Source: an optimization exercise on an open RTL-to-GDS flow (aim: small area). Production flows keep margins and buffers that such runs may drop. In this exercise RTL edits were held to simulation tests only and were not proved equivalent to the original. Power figures rest on the tool's default switching activity, not on a simulated workload.

Setup of oak:
Design ADD_Final_Project, start of the top module:
module ADD_Final_Project(clk, rst, UserDigit, UserLoad, LoggedInLED, difficulty, game_start, correct_final,
logout, display0, display1, display2, display3, display4, ones_output, correctID);
   input clk, rst;
   input [3:0] UserDigit;
   input UserLoad;
   output LoggedInLED;
   input [1:0] difficulty;
   input game_start;
   output correct_final;
   input logout;
   output [6:0] display0;
   output [6:0] display1;
   output [6:0] display2;
   output [6:0] display3;
   output [6:0] display4;
   output [6:0] ones_output;
   output correctID;
   wire Load_signal, start_signal, logout_signal;
   button_shaper shaper1(UserLoad, Load_signal, clk, rst);
   button_shaper shaper2(game_start, start_signal, clk, rst);
   button_shaper shaper3(logout, logout_signal, clk, rst);
   wire matchedID, LoggedIn, pswd_logout;
   wire [2:0] k;
   wire lo_e, lo_m, lo_h;
   player_id pid(clk, rst, UserDigit, Load_signal, pswd_logout, matchedID, k);
   pswd pw(clk, rst, matchedID, k, UserDigit, Load_signal, lo_e | lo_m | lo_h, LoggedIn, pswd_logout);
   assign correctID = matchedID;
   assign LoggedInLED = LoggedIn;
   reg [15:0] L;
   wire fb = L[15];
   always @(posedge clk) begin
      if (rst == 1'b0)
         L <= 16'hFFFF;
      else
  ...
Size: about 1400 cells after synthesis, ~230 flip-flops, roughly 56 I/O pins, roughly 12000 µm² of cells after synthesis.
Settings: LEC_CHECK=0, CAP_MARGIN=20, CORE_MARGIN=2, CORE_UTILIZATION=40, CTS_BUF_LIST=sky130_fd_sc_hd__clkbuf_8, CTS_CLUSTER_DIAMETER=60, CTS_CLUSTER_SIZE=16, SLEW_MARGIN=20; clock period 10.0 ns.
run.sh (not shown) runs the stock make flow with config.mk's settings and CLKGATE_MAP_FILE= SYNTH_SCRIPT=/design/flow/synth_recipe.tcl, a recipe that flattens the netlist after the stock synthesis.
oak completed every stage of the flow, and the final layout passed the timing, design-rule and antenna checks.
Input changes introduced in maple (baseline for comparison: oak):
- ABC_AREA now 1, previously not set
- CTS_BUF_LIST no longer set, was sky130_fd_sc_hd__clkbuf_8
- CTS_CLUSTER_SIZE no longer set, was 16
- CTS_CLUSTER_DIAMETER no longer set, was 60
==> flow/flow/run.sh (new file) <==
#!/bin/bash
set -e
cp standard.sh standard_sh.copy.log
export BUFFER_PORTS_ARGS="-buffer_cell sky130_fd_sc_hd__buf_1"
export CTS_ARGS="-sink_clustering_enable -repair_clock_nets -dont_use_dummy_load -buf_list sky130_fd_sc_hd__clkbuf_4 -sink_clustering_size 10 -sink_clustering_max_diameter 50"
bash standard.sh > standard_flow.log 2>&1
==> flow/standard.sh (new file) <==
#!/bin/bash
# synth_recipe.tcl (not shown) runs the flow's synth.tcl, then flattens the netlist and writes it again
# the make line also repeats each setting of config.mk as NAME=value (left out here)
make -C /OpenROAD-flow-scripts/flow DESIGN_CONFIG=/design/flow/config.mk WORK_HOME=/design/flow/orfs CLKGATE_MAP_FILE= SYNTH_SCRIPT=/design/flow/synth_recipe.tcl "${@:-finish}"
removed: flow/run.sh
Results
Looking only at met3 capacity usage during global routing, and setting everything else aside, the lower value of oak and maple goes to maple. Against oak, maple reports a share of the final layout cell area in multi-input gates that is lower. Comparing width of the chip for oak and maple, the smaller number came from maple. The inserted tap cell count of maple is lower than that of oak.

* * *

Another version of the RTL of ADD_Final_Project (not shown whole).
For scale: about 1500 cells after synthesis, roughly 230 flip-flops, roughly 56 I/O pins.
==> flow/config.mk <==
export PLATFORM = sky130hd
export DESIGN_NAME = ADD_Final_Project
export DESIGN_NICKNAME = ADD_Final_Project
export VERILOG_FILES = /design/flow/design.v
export SDC_FILE = /design/flow/constraint.sdc
export NUM_CORES = 4
export LEC_CHECK = 0
export ABC_AREA = 1
export CAP_MARGIN = 0
export CORE_MARGIN = 2
export CORE_UTILIZATION = 40
export SLEW_MARGIN = 0
==> flow/constraint.sdc <==
create_clock -name core_clock -period 10.0 [get_ports {clk}]
set_input_delay 2.0000 -clock core_clock [delete_from_list [all_inputs] [get_ports {clk}]]
set_output_delay 2.0000 -clock core_clock [all_outputs]
set_load 0.01 [all_outputs]
standard.sh (not shown) runs the stock make flow with config.mk's settings and CLKGATE_MAP_FILE= SYNTH_SCRIPT=/design/flow/synth_recipe.tcl, a recipe that flattens the netlist after the stock synthesis.
==> flow/flow/run.sh <==
#!/bin/bash
set -e
cp standard.sh standard_sh.copy.log
export BUFFER_PORTS_ARGS="-buffer_cell sky130_fd_sc_hd__buf_1"
export CTS_ARGS="-sink_clustering_enable -repair_clock_nets -dont_use_dummy_load -buf_list sky130_fd_sc_hd__clkbuf_4 -sink_clustering_size 10 -sink_clustering_max_diameter 50"
bash standard.sh > standard_flow.log 2>&1
Rerun with:
==> flow/flow/run.sh (replaced) <==
#!/bin/bash
set -e
cp standard.sh standard_sh.copy.log
export BUFFER_PORTS_ARGS="-buffer_cell sky130_fd_sc_hd__buf_1"
export CTS_ARGS="-sink_clustering_enable -repair_clock_nets -dont_use_dummy_load -buf_list sky130_fd_sc_hd__clkbuf_16 -sink_clustering_size 30 -sink_clustering_max_diameter 80"
bash standard.sh > standard_flow.log 2>&1
- CAP_MARGIN: 0 -> 20
- SLEW_MARGIN: 0 -> 20
Global-route usage shrinks by 0.33 points; setup slack stays flat; cell count decreases by 1.1%; non-clock buffer count does not change; via count goes down by 1.1%.
Rerun with:
==> flow/flow/run.sh (replaced) <==
#!/bin/bash
set -e
cp standard.sh standard_sh.copy.log
export BUFFER_PORTS_ARGS="-buffer_cell sky130_fd_sc_hd__buf_1"
export CTS_ARGS="-sink_clustering_enable -repair_clock_nets -dont_use_dummy_load -buf_list sky130_fd_sc_hd__clkbuf_4 -sink_clustering_size 8 -sink_clustering_max_diameter 40"
bash standard.sh > standard_flow.log 2>&1
- CORE_UTILIZATION: 40 -> 65
- PLACE_DENSITY: default -> 0.75
- The changed run produced a clean layout
- synthesized cell count does not change
- total power fell by 4.7%
- routed wire length fell by 3.0%
- sequential share of layout area rose by 0.93 points
- non-clock buffer count fell by 2

re-timing with driven ports:
No port has a modelled driver above. Below, the same layouts with a new extraction and two added sets of constraints. Step 1, drivers: a clkbuf_16 drives clk and a buf_2 each remaining input, both assumed. Step 2 moves the port delays by t, midway between the first and last clock arrival at a register: inputs arrive t later, outputs are due t later. That takes back most of the time a late clock gives input paths. Slacks: ideal ports / drivers / drivers and shift; pairs: ideal ports / drivers.
| run | t (ns) | slack for setup (ns) | worst register clock-pin slew, ns |
|---|---|---|---|
| oak | 0.583 | 2.776 / 2.713 / 2.713 | 0.10 / 0.10 |
| maple | 0.704 | 3.885 / 3.860 / 3.860 | 0.12 / 0.12 |
| the first run of note 2 | 0.645 | 4.177 / 4.152 / 4.152 | 0.11 / 0.11 |
| the second run of note 2 | 0.514 | 4.179 / 4.154 / 4.154 | 0.11 / 0.11 |
| the third run of note 2 | 0.627 | 4.054 / 4.032 / 4.032 | 0.09 / 0.09 |
After both steps setup and hold are still met in every run listed. The setup slack of oak, which loses most, moves by -0.063 ns with the drivers and by -0.063 ns with both steps.
